Source: an optimization exercise on an open RTL-to-GDS flow (aim: small area). Production flows keep margins and buffers that such runs may drop.
Function was checked by simulation only, so behaviour that the tests miss may differ from the original.
Power is estimated from default activity; no workload was simulated.

==> design.v <==
`timescale 1ns / 1ps
module clock_generator
    #(
        parameter half = 'd4
    )
    (
    input clk_in,
    input rst,
    output tick
    );
    localparam w = (half > 1) ? $clog2(half) : 1;
    reg [w-1:0] counter;
    reg clk_out;
    always @(posedge clk_in) begin
        if (rst) begin
            clk_out <= 1'b0;
            counter <= 'd0;
        end else if (counter == half - 'd1) begin
            clk_out <= ~clk_out;
            counter <= 'd0;
        end else begin
            counter <= counter + 'd1;
        end
    end
    assign tick = (counter == half - 'd1) && !clk_out;
endmodule
`timescale 1ns / 1ps
module frame_clock_gen
    #(
        parameter count = 'd128
    )
    (
        input clk_in,
        input rst,
        output tick
    );
    localparam w = ((count >> 1) > 1) ? $clog2(count >> 1) : 1;
    reg [w-1:0] counter;
    reg clk_r;
    always @(posedge clk_in) begin
        if (rst) begin
            clk_r <= 1'b1;
            counter <= 'd0;
        end else if (counter == ((count >> 1) - 'd1)) begin
            clk_r <= ~clk_r;
            counter <= 'd0;
        end else begin
            counter <= counter + 'd1;
        end
    end
    assign tick = (counter == ((count >> 1) - 'd1)) && !clk_r;
endmodule
`timescale 1ns / 1ps
module debouncer (
    input clk,
    input rst,
    input en,
    input switch_input,
    output reg button_press
);
	reg sync_0, sync_1;
	always @(posedge clk) begin
		if (rst) begin
			sync_0 <= 1'b0;
			sync_1 <= 1'b0;
		end else if (en) begin
			sync_0 <= switch_input;
			sync_1 <= sync_0;
		end
	end
	reg [3:0] count;
	wire finished = &count; 
	always @(posedge clk) begin
		if (rst) begin
			count <= 'd0;
			button_press <= 1'b0;
		end else if (en) begin
			if (sync_1) begin
				count <= count + 'd1;
			end else begin
				count <= 'd0;
				button_press <= 1'b0;
			end
			if (finished) begin
				button_press <= 1'b1;
			end
		end
	end
endmodule
`timescale 1ns / 1ps
module button_sync(
    input clk,
    input rst,
    input en_in,
    input en_out,
    input [3:0] buttons_in,   
    output reg [3:0] buttons_out  
);
    reg [3:0] btn_request; 
    reg [3:0] sync_ack_1, sync_ack_2; 
    reg [3:0] btn_ack; 
    reg [3:0] btn_latched; 
    always @(posedge clk) begin
        if (rst) begin
            btn_request <= 4'b0000;
        end else if (en_in) begin
            if (buttons_in & ~btn_request) begin
                btn_request <= buttons_in; 
            end else if (sync_ack_2) begin
                btn_request <= 4'b0000;  
            end
        end
    end
    always @(posedge clk) begin
        if (rst) begin
            btn_latched <= 4'b0000;
        end else if (en_out) begin
            btn_latched <= btn_request; 
        end
    end
    always @(posedge clk) begin
        if (rst) begin
            buttons_out <= 4'b0000;
            btn_ack <= 4'b0000;
        end else if (en_out) begin
            buttons_out <= btn_latched & ~btn_ack; 
            btn_ack <= btn_latched; 
        end
    end
    always @(posedge clk) begin
        if (rst) begin
            sync_ack_1 <= 4'b0000;
            sync_ack_2 <= 4'b0000;
        end else if (en_in) begin
            sync_ack_1 <= btn_ack;
            sync_ack_2 <= sync_ack_1;
        end
    end
endmodule
`timescale 1ns / 1ps
module frame_gen
#(
	parameter width = 'd800,
	parameter height = 'd600, 
	parameter ball_size = 'd5,
	parameter paddle_length = 'd30, 
	parameter paddle_width = 'd5,
	parameter fph = 'd56, 
	parameter sph = 'd120,
	parameter bph = 'd64,
	parameter fpv = 'd37,
	parameter spv = 'd6,
	parameter bpv = 'd23
	)(
	input clk, 
	input rst,
	input [9:0] ball_x,
	input [9:0] ball_y,
	input [9:0] paddle_r,
	input [9:0] paddle_l,
	output [2:0] red,
	output [2:0] green,
	output [1:0] blue,
	output HS,
	output VS
);
	reg [11:0] ih;
	reg [9:0] iv;
	wire left_paddle, right_paddle, ball, border;
	always @(posedge clk) begin
		if (rst) begin
			ih <= width + fph;
			iv <= height + fpv;
		end else if (ih >= (width + fph + sph + bph - 'd1)) begin
			if (iv >= (height + fpv + spv + bpv - 'd1)) begin
				iv <= 'd0;
			end else begin
				iv <= iv + 'd1;
			end
			ih <= 'd0;
		end else begin
			ih <= ih + 'd1;
		end
	end
	assign red = {3{((ih < width) && (iv < height) && (ball || left_paddle || right_paddle || border))}};
	assign green = {3{((ih < width) && (iv < height) && (ball || left_paddle || right_paddle || border))}};
	assign blue = {2{((ih < width) && (iv < height) && (ball || left_paddle || right_paddle || border))}};
	assign VS = !((iv >= (height + fpv)) && (iv < (height + fpv + spv)));
	assign HS = !((ih >= (width + fph)) && (ih < (width + fph + sph)));
	assign ball = (((iv >= ball_y) && (iv <= (ball_y + ball_size))) &&
					  ((ih >= ball_x) && (ih <= (ball_x + ball_size))));
	assign left_paddle = (((iv >= paddle_l) && (iv <= (paddle_l + paddle_length))) &&
								((ih >= 'd0) && (ih <= (paddle_width - 'd1))));
	assign right_paddle = (((iv >= paddle_r) && (iv <= (paddle_r + paddle_length))) &&
								 ((ih >= (width - paddle_width - 'd1)) && (ih <= (width - 'd1))));
	assign border = (((ih <= 'd0) || (ih == (width - 'd1)) || (iv <= 'd0) || (iv == (height - 'd1))));
endmodule
`timescale 1ns / 1ps
module pong 
	#(
	  parameter width = 'd800,
	  parameter height = 'd600, 
	  parameter ball_size = 'd10,
	  parameter paddle_length = 'd30, 
	  parameter paddle_width = 'd10,
	  parameter paddle_travel = 'd10,
	  parameter front_porch_h = 'd56, 
	  parameter sync_pulse_h = 'd120,
	  parameter back_porch_h = 'd64,
	  parameter front_porch_v = 'd37,
	  parameter sync_pulse_v = 'd6,
	  parameter back_porch_v = 'd23,
	  parameter debounce_half = 'd4,
	  parameter frame_count = 'd128
	)
	(
	  input clk,
	  input rst,
	  input sw_r_u,
	  input sw_r_d,
	  input sw_l_u,
	  input sw_l_d,
	  output reg [9:0] ball_x, 
	  output reg [9:0] ball_y,
	  output reg [9:0] paddle_r, 
	  output reg [9:0] paddle_l,
	  output [2:0] Red,
	  output [2:0] Green,
	  output [1:0] Blue,
	  output HS,
	  output VS
	);
	localparam up_l = 2'b00, dw_l = 2'b01, dw_r = 2'b10, up_r = 2'b11;
	reg [1:0] ball_dir;
	wire frm_clk, clk_debounce;
	wire collision_paddle, collision_side; 
	wire [3:0] buttons_out;
	wire sw_0, sw_1, sw_2, sw_3;
	always @(posedge clk) begin
		if (rst) begin
			paddle_r <= (height >> 1);
			paddle_l <= (height >> 1);
		end else if (frm_clk) begin
		if ((buttons_out[0]) && ((paddle_r <= (height - paddle_length - 'd2)))) begin
			if ((paddle_r + paddle_travel) > (height - paddle_length - 'd1)) begin
				paddle_r <= (height - paddle_length - 'd1);
			end else begin
				paddle_r <= paddle_r + paddle_travel;
			end
		end else if ((buttons_out[1]) && (paddle_r >= 'd1)) begin
			if (paddle_r < paddle_travel) begin
				paddle_r <= 'd0;
			end else begin
				paddle_r <= paddle_r - paddle_travel;
			end
		end
		if ((buttons_out[2]) && (paddle_l <= (height - paddle_length - 'd2))) begin
			if ((paddle_l + paddle_travel) > (height - paddle_length - 'd1)) begin
				paddle_l <= (height - paddle_length - 'd1);
			end else begin
				paddle_l <= paddle_l + paddle_travel;
			end
		end else if ((buttons_out[3]) && (paddle_l >= 'd1)) begin
			if (paddle_l < paddle_travel) begin
				paddle_l <= 'd0;
			end else begin
				paddle_l <= paddle_l - paddle_travel;
			end
		end
		end
	end
	always @(posedge clk) begin
		if (rst) begin
			ball_x <= (width >> 1);
			ball_y <= (height >> 1);
			ball_dir <= 'd2;
		end else if (frm_clk) begin
		if(collision_paddle) begin
			case (ball_dir)
				up_l: begin
					ball_dir <= up_r;
					ball_x <= ball_x + 'd1;
					ball_y <= ball_y - 'd2;
				end
				up_r: begin
					ball_dir <= up_l;
					ball_x <= ball_x - 'd1;
					ball_y <= ball_y - 'd2;
				end
				dw_l: begin
					ball_dir <= dw_r;
					ball_x <= ball_x + 'd1;
					ball_y <= ball_y + 'd2;
				end
				dw_r: begin
					ball_dir <= dw_l;
					ball_x <= ball_x - 'd1;
					ball_y <= ball_y + 'd2;
				end
			endcase
		end else if (collision_side) begin
			case (ball_dir)
				up_l: begin
					ball_dir <= dw_l;
					ball_x <= ball_x - 'd1;
					ball_y <= ball_y + 'd2;
				end
				up_r: begin
					ball_dir <= dw_r;
					ball_x <= ball_x + 'd1;
					ball_y <= ball_y + 'd2;
				end
				dw_l: begin
					ball_dir <= up_l;
					ball_x <= ball_x - 'd1;
					ball_y <= ball_y - 'd2;
				end
				dw_r: begin
					ball_dir <= up_r;
					ball_x <= ball_x + 'd1;
					ball_y <= ball_y - 'd2;
				end
			endcase
		end
		else begin 
			case (ball_dir)
				up_l: begin
					 ball_x <= ball_x - 'd1;
					 ball_y <= ball_y - 'd2;
				end
				dw_l: begin
					 ball_x <= ball_x - 'd1;
					 ball_y <= ball_y + 'd2;
				end
				dw_r: begin
					 ball_x <= ball_x + 'd1;
					 ball_y <= ball_y + 'd2;
				end
				up_r: begin
					 ball_x <= ball_x + 'd1;
					 ball_y <= ball_y - 'd2;
				end
			endcase
		end
		if ((ball_x == 'd0) || (ball_x > (width - ball_size + 'd2))) begin
			ball_x <= width >> 1;
			ball_y <= height >> 1;
			ball_dir <= up_r;
		end
		end
	end
   assign collision_paddle =  ((
								(ball_x == paddle_width - 'd1) && 
                        (ball_y <= (paddle_l + paddle_length)) &&
                        ((ball_y + ball_size) >= paddle_l) &&
								((ball_dir == up_l) || (ball_dir == dw_l))
                        ) || (
                        ((ball_x + ball_size) == (width - paddle_width - 'd1)) && 
                        (ball_y <= (paddle_r + paddle_length)) &&
                        ((ball_y + ball_size) >= paddle_r) &&
								((ball_dir == up_r) || (ball_dir == dw_r))));
	assign collision_side = ((
                        (ball_y <= 'd1) && ((ball_dir == up_r) || (ball_dir == up_l))
                        ) || (
                        (ball_y >= (height - ball_size - 'd1)) && ((ball_dir == dw_r) || (ball_dir == dw_l))));
	frame_clock_gen
	#(
		.count(frame_count)
	)
	frame_clk
	(
		.clk_in(clk),
		.rst(rst),
		.tick(frm_clk)
	);
	clock_generator
	#(
		.half(debounce_half)
	)
	clk_deb
	(
		.clk_in(clk),
		.rst(rst),
		.tick(clk_debounce)
	);
	debouncer d0
	(
		.clk(clk),
		.rst(rst),
		.en(clk_debounce),
		.switch_input(sw_r_u),
		.button_press(sw_0)
	);
	debouncer d1
	(
		.clk(clk),
		.rst(rst),
		.en(clk_debounce),
		.switch_input(sw_r_d),
		.button_press(sw_1)
	);
	debouncer d2
	(
		.clk(clk),
		.rst(rst),
		.en(clk_debounce),
		.switch_input(sw_l_u),
		.button_press(sw_2)
	);
	debouncer d3
	(
		.clk(clk),
		.rst(rst),
		.en(clk_debounce),
		.switch_input(sw_l_d),
		.button_press(sw_3)
	);
	button_sync btn_sync(
		.clk(clk),
		.rst(rst),
		.en_in(clk_debounce),
		.en_out(frm_clk),
		.buttons_in({sw_0, sw_1, sw_2, sw_3}),
		.buttons_out(buttons_out)
	);
	frame_gen
   #(
		.width(width),
		.height(height), 
		.ball_size(ball_size),
		.paddle_length(paddle_length), 
		.paddle_width(paddle_width),
		.fph(front_porch_h), 
		.sph(sync_pulse_h),
		.bph(back_porch_h),
		.fpv(front_porch_v),
		.spv(sync_pulse_v),
		.bpv(back_porch_v)
	) 
	frm 
	(
		.clk(clk), 
		.rst(rst),
		.ball_x(ball_x), 
		.ball_y(ball_y),
		.paddle_r(paddle_r),
		.paddle_l(paddle_l), 
		.red(Red),
		.green(Green),
		.blue(Blue),
		.HS(HS),
		.VS(VS)
	);
endmodule
==> run.sh <==
#!/bin/bash
# synth_recipe.tcl (not shown) runs the flow's synth.tcl, then flattens the netlist and writes it again
# the make line also repeats each setting of config.mk as NAME=value (left out here)
make -C /OpenROAD-flow-scripts/flow DESIGN_CONFIG=/design/flow/config.mk WORK_HOME=/design/flow/orfs CLKGATE_MAP_FILE= SYNTH_SCRIPT=/design/flow/synth_recipe.tcl finish
==> config.mk <==
export PLATFORM = sky130hd
export DESIGN_NAME = pong
export DESIGN_NICKNAME = pong
export VERILOG_FILES = /design/flow/design.v
export SDC_FILE = /design/flow/constraint.sdc
export NUM_CORES = 4
export LEC_CHECK = 0
export CAP_MARGIN = 20
export CORE_MARGIN = 2
export CORE_UTILIZATION = 40
export SLEW_MARGIN = 20
==> constraint.sdc <==
create_clock -name core_clock -period 20.0 [get_ports {clk}]
set_input_delay 4.0000 -clock core_clock [delete_from_list [all_inputs] [get_ports {clk}]]
set_output_delay 4.0000 -clock core_clock [all_outputs]
set_load 0.01 [all_outputs]
==> impl_results.md <==
- ANT nets after route: 0
- Critical path fanouts, max: 13
- Antenna violations before repair: 0
- HP Class: register to register
- Clock buffer depth: 2
- Fin. max-slew vios: 0
- RePlAce Congestion: 0.906
- I/O Pins: 56
- Total power: 0.000658 W
- FP Rows: 59
- R2R Setup Slk: 15.40 ns
- Final Critical Period: 9.20 ns
- Fmax: 0.109 GHz
- Reg-to-reg endpoint: ball_y[5]$_SDFFE_PP1P_
- Status: complete, no violations
- Drt total wl: 29600 um
- Vias in the first global route: 9406
- Sw Share: 29.5%
- Port Buffers: 54
- DR pass1 iterations: 5
- Final setup viols: 0
- GRT Resource Usage Total: 21.5%
- PwrDens: 56.0 mW/mm2
- Mean Syn Cell Area: 7.61 um2
- Htree depth: 4
- Dpl cells: 1692
- Hold EP: clk_deb.counter[0]$_SDFF_PP0_
- Reg2reg start: paddle_r[1]$_SDFFE_PP0P_
- Core footprint: 0.0258 mm2
- Postcts setup bufs: 0
- Simple-Gate Fraction of Synth Area: 22.3%
- Cells after Synth: 1376
- Nets: 1505
- Post-synthesis mux area share: 1.17%
- Initial drt markers: 786
- Hold slack: 0.433 ns
- Critical path cell sequence: inv_1, ha_1, xor2_1, inv_1, ha_1, a21o_1, maj3_1, maj3_1, maj3_1, o21ai_0, a21oi_1, a211o_1, a31oi_1, clkdlybuf4s50_1
- Sequential power share: 40.2%
- Largest family of logic cells by synthesized area: compound AO/OA/AOI/OAI gates
- Post-synthesis xor/xnor area fraction: 5.99%
- Final HPWL DP: 21100 um
- EDFF count, synth: 0
- Slowest CP cell: clkdlybuf4s50_1
- Post-synthesis adder-cell area fraction: 15.3%
- Worst Path Class, Setup: register to output pin
- DR DRC count: 0
- CTS tree: yes
- Layout fillers: 2612
- Final Hold Fails: 0
- Clock Latency Late Sink: 0.44 ns
- Multi-input gate area: 0.00734 mm2
- First-pass GRT wire length: 49000 um
- Sink Count: 125
- Share of post-route cells with drive strength above 1: 4.54%
- Int Power: 0.000463 W
- Cell Count, Final, Fillers Out: 1724
- Post-CTS resize count: 0
- Hold Crit Start: clk_deb.counter[0]$_SDFF_PP0_
- Die width: 166 um
- N_diodes: 0
- R2R cell count: 16
- Relative slew slack: 27.7%
- Setup TNS: 0 ns
- Die Height: 166 um
- Worst setup SP type: register
- Crit end category: output pin
- Yosys reg bits: 125
- Static leakage: 4.45 nW
- Post-synth cell types: 84
- Buf/Inv on CP: 3
- Place WS: 11.25 ns
- Largest net degree at the start of global routing: 74
- Sequential fraction of the synthesis area: 23.9%
- Net Switching: 0.000194 W
- Area Overhead vs Synth: 12.3%
- Max_cap viols: 0
- Fraction of registers with async set/reset: 0%
- Via-to-Cell Ratio: 5.80
- Synthesized cell area: 0.0105 mm2
- Hold Path Cell Cnt: 1
- CTS Root Cell: clkbuf_16
- VDD IR max: 0.0000369 V
- Crit-path max cell delay: 0.66 ns
- Slew @ Worst Pin: 1.08 ns
- Clock Skews: 0.0125 ns
- Unrepaired setup endpoints after global routing: false
- Grt ovf: 0
- CP required: 16.00 ns
- Clk pwr share: 49.7%
- Final period util: 46.0%
- CP Data Arrival Time: 5.20 ns
- PnR worst setup slack: 10.80 ns
- Family with the most delay on the worst path: adder cells
- Compound-cell area share of the yosys netlist: 25.3%
- Via count: 9996
- Register area: 0.00250 mm2
- Drt wl/cell: 17.2 um
- Reg clk slew, reported paths: 0.07 ns
- Post-CTS Hold Fix Bufs: 0
- Initial Utilization: 40.5%
- CTS buffer count: 17
- Part of the power in combinational logic: 10.0%
- Most common flop cell mapped by yosys: dfxtp_1
- Crit-path most repeated cell: maj3_1
- Die area: 0.0275 mm2
- Yosys warns: 6
[registers in the layout, summed over array words and instances, names as in the netlist, 6 cells and up]
signal,cells
paddle_l,10
frame_clk.counter,6
ball_x,10
frm.ih,12
frm.iv,10
paddle_r,10
ball_y,9
[final cells by class]
cell class                 count  share of cell area [%]
clock buffer                  17                    3.62
clock inverter                15                    1.65
inverter                      69                    2.20
multi-input combinational   1100                    62.5
sequential                   125                    21.3
tap                          335                    3.57
timing repair buffer          63                    5.15
[worst reg2reg max path, cell delays in order (launching register included)]
cell     delay (ns)
dfxtp_1        0.65
inv_1          0.24
ha_1           0.30
nor3b_1        0.19
nor2_1         0.13
nand2_1        0.08
xnor2_1        0.16
ha_1           0.31
nand2_1        0.07
a21o_1         0.17
a32oi_1        0.31
mux2i_1        0.23
o21a_1         0.29
o31ai_1        0.74
nand4_1        0.24
a311o_1        0.35
o21ai_0        0.07
[placed cells by master, fill, tap and decap left out, types with 7 or more instances in the layout]
master / synthesis / final
a211oi_1: 14 / 14
nand4_1: 28 / 28
clkdlybuf4s50_1: 0 / 53
buf_4: 9 / 10
nand3_1: 54 / 54
nor2b_1: 12 / 11
o21ai_0: 84 / 84
o22ai_1: 9 / 9
nor4_1: 9 / 9
xor2_1: 19 / 19
and3_1: 7 / 7
mux2i_1: 10 / 10
a22oi_1: 8 / 8
o31ai_1: 7 / 7
clkbuf_16: 0 / 17
a311oi_1: 8 / 8
or3_1: 8 / 8
nor3_1: 39 / 39
xnor2_1: 50 / 50
nand2b_1: 20 / 20
dfxtp_1: 125 / 125
o21a_1: 14 / 14
inv_1: 65 / 65
o21bai_1: 12 / 12
a31oi_1: 11 / 11
nand2_1: 147 / 147
a21o_1: 35 / 35
a211o_1: 10 / 10
ha_1: 123 / 123
nor2_1: 132 / 132
a21oi_1: 109 / 109
[power groups by stage]
stage,registers [W],logic (W),clock network (W)
after global routing,0.000265,0.0000745,0.000345
after CTS,0.000264,0.0000662,0.000334
final,0.000265,0.0000660,0.000327
after global placement,0.000270,0.0000646,0
after detailed placement,0.000270,0.0000657,0
after floorplan,0.000265,0.0000505,0
[stage by stage]
| step | cell area [um2] | utilization (%) |
|---|---|---|
| 5_1_grt | 11700 | 45.5 |
| 4_1_cts | 11700 | 45.5 |
| 2_1_floorplan | 10500 | - |
| 6_report | 11700 | 45.5 |
| 3_5_place_dp | 11100 | 43.1 |
| 3_3_place_gp | 11100 | 43.1 |
[layer usage]
metal | vias to the layer above | wire length, um | global-route usage (%)
met5 | - | 0 | 0
met4 | 0 | 743 | 7.52
met3 | 53 | 1630 | 3.41
met2 | 308 | 13200 | 34.4
met1 | 4680 | 14000 | 29.4
li1 | 4955 | - | -
[how the worst max path moves through the flow]
stage | endpoint | slack, ns | depth (start not counted) | start
3_3_place_gp | Blue[0] | 11.37 | 13 | paddle_r[1]$_SDFFE_PP0P_
4_1_cts | Red[2] | 10.77 | 13 | paddle_r[1]$_SDFFE_PP0P_
3_5_place_dp | Red[2] | 11.25 | 13 | paddle_r[1]$_SDFFE_PP0P_
6_report | Red[2] | 10.80 | 14 | paddle_r[1]$_SDFFE_PP0P_
2_1_floorplan | Blue[1] | 12.01 | 14 | paddle_r[2]$_SDFFE_PP1P_
5_1_grt | Blue[0] | 10.54 | 14 | paddle_r[1]$_SDFFE_PP0P_
[cells by family (layout without fill, tap and decap cells)]
kind of cell | Yosys count | count (layout)
AOI/OAI and AO/OA | 394 | 394
xor gates and xnor gates | 70 | 70
adders and majority gates | 129 | 129
buffers and inverters | 152 | 164
DFF | 125 | 125
muxes | 12 | 12
other | 1 | 2
and+or+nand+nor | 493 | 493
[synthesized netlist by cell type (6+ instances only)]
| cell | count | area, um2 |
|---|---|---|
| nand2_1 | 147 | 552 |
| nor2_1 | 132 | 495 |
| dfxtp_1 | 125 | 2500 |
| ha_1 | 123 | 1540 |
| a21oi_1 | 109 | 546 |
| o21ai_0 | 84 | 420 |
| inv_1 | 65 | 244 |
| clkbuf_1 | 63 | 236 |
| nand3_1 | 54 | 270 |
| xnor2_1 | 50 | 438 |
| nor3_1 | 39 | 195 |
| a21o_1 | 35 | 263 |
| nand4_1 | 28 | 175 |
| nand2b_1 | 20 | 125 |
| xor2_1 | 19 | 166 |
| a211oi_1 | 14 | 105 |
| o21a_1 | 14 | 105 |
| nor2b_1 | 12 | 75.1 |
| o21bai_1 | 12 | 90.1 |
| a31oi_1 | 11 | 68.8 |
| a211o_1 | 10 | 87.6 |
| mux2i_1 | 10 | 100 |
| buf_4 | 9 | 67.6 |
| nor4_1 | 9 | 56.3 |
| o22ai_1 | 9 | 56.3 |
| a22oi_1 | 8 | 60.1 |
| a311oi_1 | 8 | 70.1 |
| or3_1 | 8 | 50.1 |
| and3_1 | 7 | 43.8 |
| o31ai_1 | 7 | 52.6 |
| maj3_1 | 6 | 60.1 |
| nand3b_1 | 6 | 45.0 |
| o211ai_1 | 6 | 45.0 |
| o32ai_1 | 6 | 52.6 |
| or2_2 | 6 | 37.5 |

==> what the ideal ports hide <==
The results above use ideal ports. As a check the final layout listed here was re-extracted and re-timed, cells and wires unchanged. Step 1 (the two cells are an assumption about what drives the block):
set clk [get_ports {clk}]
set_driving_cell -lib_cell sky130_fd_sc_hd__clkbuf_16 $clk
set_driving_cell -lib_cell sky130_fd_sc_hd__buf_2 [delete_from_list [all_inputs] $clk]
Step 2 adds t to the input delays and takes it off the output delays; t is the mean of the earliest and latest rising clock arrival at the registers after step 1. Input paths then give back, and output paths get back, about the clock's delay inside the block. Slacks: ideal / step 1 / step 2; pairs: ideal / step 1.
t (ns): 0.481
setup WS [ns]: 10.802 / 10.756 / 11.237
hold WS [ns]: 0.433 / 0.433 / 0.433
clock arrival spread, ns: 0.012 / 0.013
worst data-port slew with drivers (ns): 0.03
After both steps setup and hold are still met in this run. For this run, drivers alone change the setup slack by -0.046 ns; drivers and shift together by +0.435 ns.
